What follows belongs to an exercise in optimizing a design on an open flow for small area; a production flow would make more cautious choices.
Function not checked in this run: the RTL went through the layout flow alone.
Power figures rest on the tool's default switching activity, not on a simulated workload.

**flow/constraint.sdc**
```tcl
create_clock -name core_clock -period 10.0 [get_ports {clk}]
set_input_delay 2.0000 -clock core_clock [delete_from_list [all_inputs] [get_ports {clk}]]
set_output_delay 2.0000 -clock core_clock [all_outputs]
set_load 0.01 [all_outputs]
```
**flow/design.v**
```verilog
module fifo_top(
input rst, clk, en, clr, push_in, pop_in,
input [7:0] din,
output [7:0] dout,
output empty, full, overrun, underrun,
input [3:0] threshold,
output thre_trigger
);
reg [7:0] mem [0:15];
reg [4:0] waddr;              
wire push, pop;
wire empty_t = (waddr == 5'd0);
wire full_t  = en ? waddr[4] : (waddr != 5'd0);    
assign push = push_in & ~full_t;
assign pop  = pop_in  & ~empty_t;
assign dout = mem[0];
always @(posedge clk, posedge rst)
begin
  if (rst)
    waddr <= 5'd0;
  else if (clr)
    waddr <= 5'd0;
  else
    case ({push, pop})
      2'b10: waddr <= waddr + 5'd1;
      2'b01: waddr <= waddr - 5'd1;
      default: ;
    endcase
end
wire [3:0] wptr = waddr[3:0];
integer i;
always @(posedge clk)
begin
  case ({push, pop})
    2'b01: begin  
      for (i = 0; i < 15; i = i + 1)
        mem[i] <= mem[i+1];
      mem[15] <= 8'h00;
    end
    2'b10: begin
      mem[wptr] <= din;
    end
    2'b11: begin
      for (i = 0; i < 15; i = i + 1)
        mem[i] <= mem[i+1];
      mem[15] <= 8'h00;
      mem[wptr - 4'd1] <= din;
    end
    default: ;
  endcase
end
reg underrun_t;
always @(posedge clk, posedge rst)
begin
  if (rst)
    underrun_t <= 1'b0;
  else if (pop_in == 1'b1 && empty_t == 1'b1)
    underrun_t <= 1'b1;
  else
    underrun_t <= 1'b0;
end
reg overrun_t;
always @(posedge clk, posedge rst)
begin
  if (rst)
    overrun_t <= 1'b0;
  else if (clr)
    overrun_t <= 1'b0;
  else if (push_in == 1'b1 && full_t == 1'b1)
    overrun_t <= 1'b1;
end
reg thre_t;
always @(posedge clk, posedge rst)
begin
  if (rst)
    thre_t <= 1'b0;
  else if (push ^ pop)
    thre_t <= (waddr >= {1'b0, threshold}) ? 1'b1 : 1'b0;
end
assign empty = empty_t;
assign full = full_t;
assign overrun = overrun_t;
assign underrun = underrun_t;
assign thre_trigger = thre_t;
endmodule
module uart_tx_top(
input clk, rst, baud_pulse, pen, thre, stb, sticky_parity, eps, set_break,
input [7:0] din,
input [1:0] wls,
output reg pop, sreg_empty, tx
);
localparam [1:0] idle = 2'd0, start = 2'd1, send = 2'd2, parity = 2'd3;
reg [1:0] state;
reg [7:0] shft_reg;
reg tx_data;
reg d_parity;
reg [2:0] bitcnt;
reg [4:0] count;
reg parity_out;
always @(posedge clk, posedge rst)
begin
  if (rst)
    begin
    state      <= idle;
    count      <= 5'd15;
    bitcnt     <= 3'd0;
    shft_reg   <= 8'h00;
    d_parity   <= 1'b0;
    parity_out <= 1'b0;
    pop        <= 1'b0;
    sreg_empty <= 1'b1;
    tx_data    <= 1'b1;  
    end
  else
    begin
    pop <= 1'b0;                
    if (baud_pulse)
      begin
      case (state)
        idle:
          begin
          if (thre == 1'b0)  
            begin
            if (count != 0)
              begin
              count <= count - 1;
              state <= idle;
              end
            else
              begin
              count      <= 5'd15;
              state      <= start;
              bitcnt     <= {1'b1, wls};
              pop        <= 1'b1;   
              shft_reg   <= din;    
              sreg_empty <= 1'b0;
              tx_data    <= 1'b0;   
              end
            end
          end
        start:
          begin
          if (count != 0)
            begin
            count <= count - 1;
            state <= start;
            end
          else
            begin
            count <= 5'd15;
            state <= send;
            case (wls)
              2'b00: d_parity <= ^shft_reg[4:0];
              2'b01: d_parity <= ^shft_reg[5:0];
              2'b10: d_parity <= ^shft_reg[6:0];
              2'b11: d_parity <= ^shft_reg[7:0];
            endcase
            tx_data  <= shft_reg[0];
            shft_reg <= shft_reg >> 1;
            end
          end
        send:
          begin
          case ({sticky_parity, eps})
            2'b00: parity_out <= ~d_parity;
            2'b01: parity_out <= d_parity;
            2'b10: parity_out <= 1'b1;
            2'b11: parity_out <= 1'b0;
          endcase
          if (bitcnt != 0)
            begin
            if (count != 0)
              begin
              count <= count - 1;
              state <= send;
              end
            else
              begin
              count    <= 5'd15;
              bitcnt   <= bitcnt - 1;
              tx_data  <= shft_reg[0];
              shft_reg <= shft_reg >> 1;
              state    <= send;
              end
            end
          else
            begin
            if (count != 0)
              begin
              count <= count - 1;
              state <= send;
              end
            else
              begin
              count      <= 5'd15;
              sreg_empty <= 1'b1;
              if (pen == 1'b1)
                begin
                state   <= parity;
                count   <= 5'd15;
                tx_data <= parity_out;
                end
              else
                begin
                tx_data <= 1'b1;
                count   <= (stb == 1'b0) ? 5'd15 : (wls == 2'b00) ? 5'd23 : 5'd31;
                state   <= idle;
                end
              end
            end
          end
        parity:
          begin
          if (count != 0)
            begin
            count <= count - 1;
            state <= parity;
            end
          else
            begin
            tx_data <= 1'b1;
            count   <= (stb == 1'b0) ? 5'd15 : (wls == 2'b00) ? 5'd23 : 5'd31;
            state   <= idle;
            end
          end
        default: ;
      endcase
      end
    end
end
always @(posedge clk, posedge rst)
begin
  if (rst)
    tx <= 1'b1;
  else
    tx <= tx_data & ~set_break;
end
endmodule
module uart_rx_top(
input clk, rst, baud_pulse, rx, sticky_parity, eps,
input pen,
input [1:0] wls,
output reg push,
output reg pe, fe, bi,
output reg [7:0] dout
);
localparam [2:0] idle = 3'd0, start = 3'd1, read = 3'd2, parity = 3'd3, stop = 3'd4;
reg [2:0] state;
reg rx_reg;
wire fall_edge;
always @(posedge clk)
begin
  rx_reg <= rx;
end
assign fall_edge = rx_reg;
reg [2:0] bitcnt;
reg [3:0] count;
always @(posedge clk, posedge rst)
begin
  if (rst)
    begin
    state  <= idle;
    push   <= 1'b0;
    pe     <= 1'b0;
    fe     <= 1'b0;
    bi     <= 1'b0;
    bitcnt <= 3'd0;
    dout   <= 8'h00;
    end
  else
    begin
    push <= 1'b0;
    if (baud_pulse)
      begin
      case (state)
        idle:
          begin
          if (!fall_edge)
            begin
            state <= start;
            count <= 4'd15;
            end
          else
            state <= idle;
          end
        start:
          begin
          count <= count - 1;
          if (count == 4'd7)
            begin
            if (rx == 1'b1)
              begin
              state <= idle;
              count <= 4'd15;
              end
            else
              state <= start;
            end
          else if (count == 0)
            begin
            state  <= read;
            count  <= 4'd15;
            bitcnt <= {1'b1, wls};
            end
          end
        read:
          begin
          count <= count - 1;
          if (count == 4'd7)
            begin
            case (wls)
              2'b00: dout <= {3'b000, rx, dout[4:1]};
              2'b01: dout <= {2'b00,  rx, dout[5:1]};
              2'b10: dout <= {1'b0,   rx, dout[6:1]};
              2'b11: dout <= {        rx, dout[7:1]};
            endcase
            state <= read;
            end
          else if (count == 0)
            begin
            if (bitcnt == 0)
              begin
              count <= 4'd15;
              if (pen == 1'b1)
                state <= parity;
              else
                begin
                pe    <= 1'b0;
                state <= stop;
                end
              end
            else
              begin
              bitcnt <= bitcnt - 1;
              state  <= read;
              count  <= 4'd15;
              end
            end
          end
        parity:
          begin
          count <= count - 1;
          if (count == 4'd7)
            begin
            case ({sticky_parity, eps})
              2'b00: pe <= ~^{rx, dout};  
              2'b01: pe <=  ^{rx, dout};  
              2'b10: pe <= ~rx;           
              2'b11: pe <=  rx;           
            endcase
            state <= parity;
            end
          else if (count == 0)
            begin
            state <= stop;
            count <= 4'd15;
            end
          end
        stop:
          begin
          count <= count - 1;
          if (count == 4'd7)
            begin
            fe    <= ~rx;
            push  <= 1'b1;
            state <= stop;
            end
          else if (count == 0)
            begin
            state <= idle;
            count <= 4'd15;
            end
          end
        default: ;
      endcase
      end
    end
end
endmodule
module regs_uart(
input clk, rst,
input wr_i, rd_i,
input rx_fifo_empty_i,
input tx_fifo_empty_i, tx_sreg_empty_i,
input rx_oe, rx_pe, rx_fe, rx_bi,
input [2:0] addr_i,
input [7:0] din_i,
output tx_push_o,  
output rx_pop_o,   
output baud_out,   
output tx_rst, rx_rst,
output [3:0] rx_fifo_threshold,
output reg [7:0] dout_o,
output [7:0] fcr_o,
output [7:0] lcr_o,
input [7:0] rx_fifo_in
);
reg [7:0] fcr;
reg [7:0] lcr;
reg [7:0] lsr;
reg [7:0] scr;
wire dlab = lcr[7];
wire tx_fifo_wr;
assign tx_fifo_wr = wr_i & (addr_i == 3'b000) & (dlab == 1'b0);
assign tx_push_o = tx_fifo_wr;
wire rx_fifo_rd;
assign rx_fifo_rd = rd_i & (addr_i == 3'b000) & (dlab == 1'b0);
assign rx_pop_o = rx_fifo_rd;
reg [7:0] rx_data;
always @(posedge clk, posedge rst)
begin
  if (rst)
    rx_data <= 8'h00;
  else if (rx_pop_o && !rx_fifo_empty_i)
    rx_data <= rx_fifo_in;
end
reg [7:0] dlsb, dmsb;
wire [15:0] dl = {dmsb, dlsb};
always @(posedge clk, posedge rst)
begin
  if (rst)
    dlsb <= 8'h00;
  else if (wr_i && addr_i == 3'b000 && dlab == 1'b1)
    dlsb <= din_i;
end
always @(posedge clk, posedge rst)
begin
  if (rst)
    dmsb <= 8'h00;
  else if (wr_i && addr_i == 3'b001 && dlab == 1'b1)
    dmsb <= din_i;
end
reg update_baud;
reg [15:0] baud_cnt;
reg baud_pulse;
always @(posedge clk)
begin
  update_baud <= wr_i & (dlab == 1'b1) & ((addr_i == 3'b000) | (addr_i == 3'b001));
end
always @(posedge clk, posedge rst)
begin
  if (rst)
    baud_cnt <= 16'h0;
  else if (update_baud || baud_cnt == 16'h0000)
    baud_cnt <= dl;
  else
    baud_cnt <= baud_cnt - 1;
end
always @(posedge clk)
begin
  baud_pulse <= |dl & ~|baud_cnt;
end
assign baud_out = baud_pulse;
always @(posedge clk, posedge rst)
begin
  if (rst)
    fcr <= 8'h00;
  else if (wr_i == 1'b1 && addr_i == 3'h2)
    begin
    fcr[7:6] <= din_i[7:6];
    fcr[3]   <= din_i[3];
    fcr[2]   <= din_i[2];
    fcr[1]   <= din_i[1];
    fcr[0]   <= din_i[0];
    end
  else
    begin
    fcr[2] <= 1'b0;
    fcr[1] <= 1'b0;
    end
end
assign tx_rst = fcr[2];
assign rx_rst = fcr[1];
reg [3:0] rx_fifo_th_count;
always @(*)
begin
  if (fcr[0] == 1'b0)
    rx_fifo_th_count = 4'd0;
  else
    case (fcr[7:6])
      2'b00: rx_fifo_th_count = 4'd1;
      2'b01: rx_fifo_th_count = 4'd4;
      2'b10: rx_fifo_th_count = 4'd8;
      2'b11: rx_fifo_th_count = 4'd14;
    endcase
end
assign rx_fifo_threshold = rx_fifo_th_count;
reg [7:0] lcr_temp;
always @(posedge clk, posedge rst)
begin
  if (rst)
    lcr <= 8'h00;
  else if (wr_i == 1'b1 && addr_i == 3'h3)
    lcr <= din_i;
end
wire read_lcr;
assign read_lcr = ((rd_i == 1) && (addr_i == 3'h3));
always @(posedge clk, posedge rst)
begin
  if (rst)
    lcr_temp <= 8'h00;
  else if (read_lcr)
    lcr_temp <= lcr;
end
always @(posedge clk, posedge rst)
begin
  if (rst)
    lsr <= 8'h60;
  else
    begin
    lsr[0] <= ~rx_fifo_empty_i;
    lsr[1] <= rx_oe;
    lsr[2] <= rx_pe;
    lsr[3] <= rx_fe;
    lsr[4] <= rx_bi;
    lsr[5] <= tx_fifo_empty_i;
    lsr[6] <= tx_fifo_empty_i & tx_sreg_empty_i;
    end
end
reg [7:0] lsr_temp;
wire read_lsr;
assign read_lsr = (rd_i == 1) & (addr_i == 3'h5);
always @(posedge clk, posedge rst)
begin
  if (rst)
    lsr_temp <= 8'h00;
  else if (read_lsr)
    lsr_temp <= lsr;
end
always @(posedge clk, posedge rst)
begin
  if (rst)
    scr <= 8'h00;
  else if (wr_i == 1'b1 && addr_i == 3'h7)
    scr <= din_i;
end
reg [7:0] scr_temp;
wire read_scr;
assign read_scr = (rd_i == 1) & (addr_i == 3'h7);
always @(posedge clk, posedge rst)
begin
  if (rst)
    scr_temp <= 8'h00;
  else if (read_scr)
    scr_temp <= scr;
end
always @(posedge clk)
begin
  case (addr_i)
    3'd0: dout_o <= dlab ? dlsb : rx_data;
    3'd1: dout_o <= dlab ? dmsb : 8'h00;  
    3'd2: dout_o <= 8'h00;      
    3'd3: dout_o <= lcr_temp;   
    3'd4: dout_o <= 8'h00;      
    3'd5: dout_o <= lsr_temp;   
    3'd6: dout_o <= 8'h00;      
    3'd7: dout_o <= scr_temp;   
    default: ;
  endcase
end
assign fcr_o = fcr;
assign lcr_o = lcr;
endmodule
`timescale 1ns / 1ps
module all_mod(
input clk, rst, wr, rd,
input rx,
input [2:0] addr,
input [7:0] din,
output tx,
output [7:0] dout
);
wire [7:0] fcr, lcr;
wire baud_pulse;
wire tx_rst, rx_rst;
wire tx_fifo_pop;
wire [7:0] tx_fifo_out, rx_fifo_out, rx_out;
wire [3:0] rx_fifo_threshold;
wire tx_fifo_push;
wire tx_fifo_empty, tx_sreg_empty;
wire rx_fifo_empty, rx_fifo_overrun;
wire r_pe, r_fe, r_bi;
wire rx_fifo_push, rx_fifo_pop;
wire lcr_set_break    = lcr[6];
wire lcr_stick_parity = lcr[5];
wire lcr_eps          = lcr[4];
wire lcr_pen          = lcr[3];
wire lcr_stb          = lcr[2];
wire [1:0] lcr_wls    = lcr[1:0];
regs_uart uart_regs_inst (
    .clk (clk),
    .rst (rst),
    .wr_i (wr),
    .rd_i (rd),
    .rx_fifo_empty_i (rx_fifo_empty),
    .tx_fifo_empty_i (tx_fifo_empty),
    .tx_sreg_empty_i (tx_sreg_empty),
    .rx_oe (rx_fifo_overrun),
    .rx_pe (r_pe),
    .rx_fe (r_fe),
    .rx_bi (r_bi),
    .addr_i (addr),
    .din_i (din),
    .tx_push_o (tx_fifo_push),
    .rx_pop_o (rx_fifo_pop),
    .baud_out (baud_pulse),
    .tx_rst (tx_rst),
    .rx_rst (rx_rst),
    .rx_fifo_threshold (rx_fifo_threshold),
    .dout_o (dout),
    .fcr_o (fcr),
    .lcr_o (lcr),
    .rx_fifo_in (rx_fifo_out)
);
uart_tx_top uart_tx_inst (
    .clk (clk),
    .rst (rst),
    .baud_pulse (baud_pulse),
    .pen (lcr_pen),
    .thre (tx_fifo_empty),
    .stb (lcr_stb),
    .sticky_parity (lcr_stick_parity),
    .eps (lcr_eps),
    .set_break (lcr_set_break),
    .din (tx_fifo_out),
    .wls (lcr_wls),
    .pop (tx_fifo_pop),
    .sreg_empty (tx_sreg_empty),
    .tx (tx)
);
fifo_top tx_fifo_inst (
    .rst (rst),
    .clk (clk),
    .en (fcr[0]),
    .clr (tx_rst),
    .push_in (tx_fifo_push),
    .pop_in (tx_fifo_pop),
    .din (din),
    .dout (tx_fifo_out),
    .empty (tx_fifo_empty),
    .full (),
    .overrun (),
    .underrun (),
    .threshold (4'h0),
    .thre_trigger ()
);
uart_rx_top uart_rx_inst (
    .clk (clk),
    .rst (rst),
    .baud_pulse (baud_pulse),
    .rx (rx),
    .sticky_parity (lcr_stick_parity),
    .eps (lcr_eps),
    .pen (lcr_pen),
    .wls (lcr_wls),
    .push (rx_fifo_push),
    .pe (r_pe),
    .fe (r_fe),
    .bi (r_bi),
    .dout (rx_out)
);
fifo_top rx_fifo_inst (
    .rst (rst),
    .clk (clk),
    .en (fcr[0]),
    .clr (rx_rst),
    .push_in (rx_fifo_push),
    .pop_in (rx_fifo_pop),
    .din (rx_out),
    .dout (rx_fifo_out),
    .empty (rx_fifo_empty),
    .full (),
    .overrun (rx_fifo_overrun),
    .underrun (),
    .threshold (rx_fifo_threshold),
    .thre_trigger ()
);
endmodule
```
**flow/run.sh**
```bash
#!/bin/bash
# synth_recipe.tcl (not shown) runs the flow's synth.tcl, then flattens the netlist and writes it again
# the make line also repeats each setting of config.mk as NAME=value (left out here)
make -C /OpenROAD-flow-scripts/flow DESIGN_CONFIG=/design/flow/config.mk WORK_HOME=/design/flow/orfs CLKGATE_MAP_FILE= SYNTH_SCRIPT=/design/flow/synth_recipe.tcl finish
```
**flow/config.mk**
```make
export PLATFORM = sky130hd
export DESIGN_NAME = all_mod
export DESIGN_NICKNAME = all_mod
export VERILOG_FILES = /design/flow/design.v
export SDC_FILE = /design/flow/constraint.sdc
export NUM_CORES = 4
export LEC_CHECK = 0
export CAP_MARGIN = 20
export CORE_MARGIN = 2
export CORE_UTILIZATION = 40
export SLEW_MARGIN = 20
```
==> impl_metrics.py <==
metrics = {
    "finish": {
        "area_growth_pct": 12.2,
        "final_common_cell": "edfxtp_1",
        "reg.largest.list": "rx_fifo_inst.mem (128), tx_fifo_inst.mem (128), uart_regs_inst.baud_cnt (16)",
        "fin_nets": 1481,
        "antenna_cells": 0,
        "postLayoutCoreUtil_pct": 45.5,
        "mostFrequentLayoutCells": "edfxtp_1, mux2_2, dfrtp_1",
        "drive_above_1_share_pct": 30.9,
    },
    "logic_synthesis": {
        "synth.avg_cell_area_um2": 13.8,
        "yosysSeqAreaShare_pct": 58.1,
        "ys_warn_count": 4,
        "synth_cell_types": 80,
        "syn_inst": 1437,
        "synth_edf_count": 260,
        "syn-num-nets": 1476,
        "ys_ff_latch": 410,
        "syn-cell-area_um2": 19800,
        "ys_async_sr_fraction_pct": 33.9,
        "synth_ff_type": "edfxtp_1",
    },
    "sta": {
        "finalCriticalPeriod_ns": 5.09,
        "hold_viol": 0,
        "rsz0062_at_grt": "false",
        "maxSlewViolCount": 0,
        "max_freq_mhz": 197,
        "clock_skew_ns": 0.0203,
        "max_slew_margin_pct": 26.6,
        "fin_tns_setup_ns": 0,
        "worst_pin_slew_ns": 1.09,
        "fin_crit_sh_pct": 50.9,
        "setup_viol": 0,
    },
    "clock_network": {
        "clkLatencyLatePin_ns": 0.59,
        "cts_tree": "built",
        "cts_hold_buf": 0,
        "clock_sinks": 410,
        "numCtsBuffers": 46,
        "root_buffer": "clkbuf_16",
        "cts_max_level": 2,
        "ctsLongestPathBuffers": 3,
        "postCtsResizedCells": 0,
        "post-cts-setup-buffers": 0,
        "cts.clk_slew.worst_paths_ns": 0.06,
    },
    "die": {
        "num_rows": 81,
        "pin_count": 25,
        "die_area_um2": 51400,
        "die_h_um": 227,
        "core_area_um2": 49000,
        "die_x_um": 227,
        "start_util_pct": 40.5,
    },
    "detailed_routing": {
        "routed_wl_um": 40400,
        "wl_per_cell_um": 18.8,
        "dr.pass1.iters": 4,
        "num_vias": 11429,
        "via_per_inst": 5.33,
        "drt_iter0_markers": 792,
        "antenna_left": 0,
        "drc": 0,
    },
    "placement": {
        "gp_congestion": 0.840,
        "io_buffers": 24,
        "dpl.hpwl_um": 27100,
    },
    "grt": {
        "grt_max_degree": 73,
        "grt_pass1_vias": 11727,
        "grt_usage_pct": 16.2,
        "antenna_found_initial": 1,
        "grt.overflow.total": 0,
        "grt_pass1_wl_um": 65100,
    },
    "job": {
        "maxCapViolations": 0,
    },
    "worst_hold_path": {
        "hold_class": "reg2reg",
    },
    "power": {
        "p_total_mw": 4.15,
        "leakage_nw": 7.89,
        "ir_drop_v": 0.000129,
        "power_density_nw_per_um2": 187,
    },
    "worst_setup_path": {
        "cp.arrival_ns": 5.43,
        "path_class": "in2reg",
        "crit_fanout": 22,
        "crit_path_start_kind": "input port",
        "end_kind": "register",
        "cp_data_required_time_ns": 10.34,
    },
    "outcome": {
        "outcome": "no timing/DRC/antenna violations",
    },
}
==> per-layer routing <==
metal / vias up / GRT usage, % / part of all wire [%]
met5: - / 0 / 0.020
met4: 2 / 4.73 / 2.2
met3: 63 / 3.30 / 4.0
met2: 176 / 27.3 / 49
met1: 5795 / 21.0 / 45
li1: 5393 / - / -
==> path summary, 6_finish.rpt <==
check | depth (start not counted) | startpoint | end | slack (ns)
setup / recovery | 7 | addr[2] | tx_fifo_inst.mem[3][3] | 4.91
hold / removal | 0 | uart_rx_inst.fe | uart_regs_inst.lsr[3] | 0.38
setup reg to reg | 13 | rx_fifo_inst.waddr[0] | rx_fifo_inst.waddr[4] | 6.08
hold reg to reg | 0 | uart_rx_inst.fe | uart_regs_inst.lsr[3] | 0.38
max in group asynchronous | 3 | rst | uart_regs_inst.rx_data[3] | 6.72
min in group asynchronous | 2 | rst | uart_rx_inst.state[0] | 1.92
==> cells in the mapped netlist, types with 7 or more instances <==
library cell	n	share of area [%]
edfxtp_1	260	39
mux2_2	248	14
dfrtp_1	130	16
o21ai_0	73	1.8
mux2_4	72	5.5
clkbuf_1	70	1.3
nor2_1	66	1.2
nand2_1	50	0.95
a21oi_1	44	1.1
inv_1	35	0.66
xnor2_1	30	1.3
mux2i_1	24	1.2
ha_1	22	1.4
and2_1	21	0.66
nor3_1	21	0.53
nor4_1	16	0.50
nand3_1	14	0.35
nand2b_1	12	0.38
dfxtp_1	11	1.1
nand3b_1	11	0.42
nor2_2	10	0.32
nor2b_1	10	0.32
dfstp_2	9	1.2
nor3b_1	9	0.34
a221oi_1	8	0.35
a31oi_1	8	0.25
o21ai_1	8	0.20
o21bai_4	8	0.76
a21o_1	7	0.26
o211ai_1	7	0.26
or3_1	7	0.22
==> power breakdown <==
| group | total (mW) | internal (mW) | switching, mW | leakage [nW] |
|---|---|---|---|---|
| Sequential | 2.03 | 1.90 | 0.124 | 3.91 |
| Clock | 1.72 | 1.02 | 0.699 | 0.764 |
| Combinational | 0.399 | 0.183 | 0.216 | 3.22 |
| Total | 4.15 | 3.11 | 1.04 | 7.89 |
==> area by class of cell <==
cell class                 count  area, µm²
sequential                   410      11500
multi-input combinational    910       7860
inverter                      36        140
clock buffer                  60       1300
fill                        4372      26700
tap                          664        831
timing repair buffer          38        345
clock inverter                26        263
==> kinds of logic after synthesis <==
| group | after synthesis | share of synthesized area (%) |
|---|---|---|
| flip-flops | 410 | 58.1 |
| adder cells (fa/ha/maj) | 23 | 1.49 |
| XOR/XNOR | 36 | 1.59 |
| AND/OR/NAND/NOR | 289 | 8.11 |
| buffers and inverters | 117 | 2.35 |
| multiplexers | 344 | 20.7 |
| AO/OA/AOI/OAI | 218 | 7.65 |
==> critical path: stages <==
cell and delay, ns:
clkdlybuf4s50_1 0.81, nor3_2 0.33, buf_4 0.31, o2111a_1 0.45, o21ai_1 0.33, nor4b_4 0.82, mux2_4 0.35
==> stage by stage <==
stage | setup WS (ns) | instance area [µm²] | cells | hold slack, ns
global route | 4.67 | 22200 | 2144 | 0.382
finish | 4.91 | 22200 | 2144 | 0.376
CTS | 4.68 | 22200 | 2144 | 0.379
global placement | 4.14 | 20700 | 2058 | 0.364
floorplan | 4.29 | 19800 | 1437 | 0.348
detailed placement | 4.07 | 20700 | 2058 | 0.365

==> static timing again, ports no longer ideal <==
The flow's constraints put no driver on any port. The routed layout listed below was extracted and timed again, unchanged, in two steps. Step 1 sets driving cells, clkbuf_16 on the clock port and buf_2 on the other inputs (assumed; they add their load-dependent delay and slew). Step 2 times the ports against the registers' clock, not the clock port: input delays grow and output delays shrink by t, the midpoint of the rising clock arrivals with the driver on. Slacks: no drivers / after step 1 / after step 2; pairs: no drivers / after step 1.
shift t [ns]: 0.635
setup slack, ns: 4.911 / 4.912 / 4.277
worst setup path at the end: input to register
worst data-port slew with drivers (ns): 0.09
pins driven straight from the clock port: 1
After both steps this run still meets setup and hold. For this run, drivers alone change the setup slack by +0.001 ns; drivers and shift together by -0.634 ns.
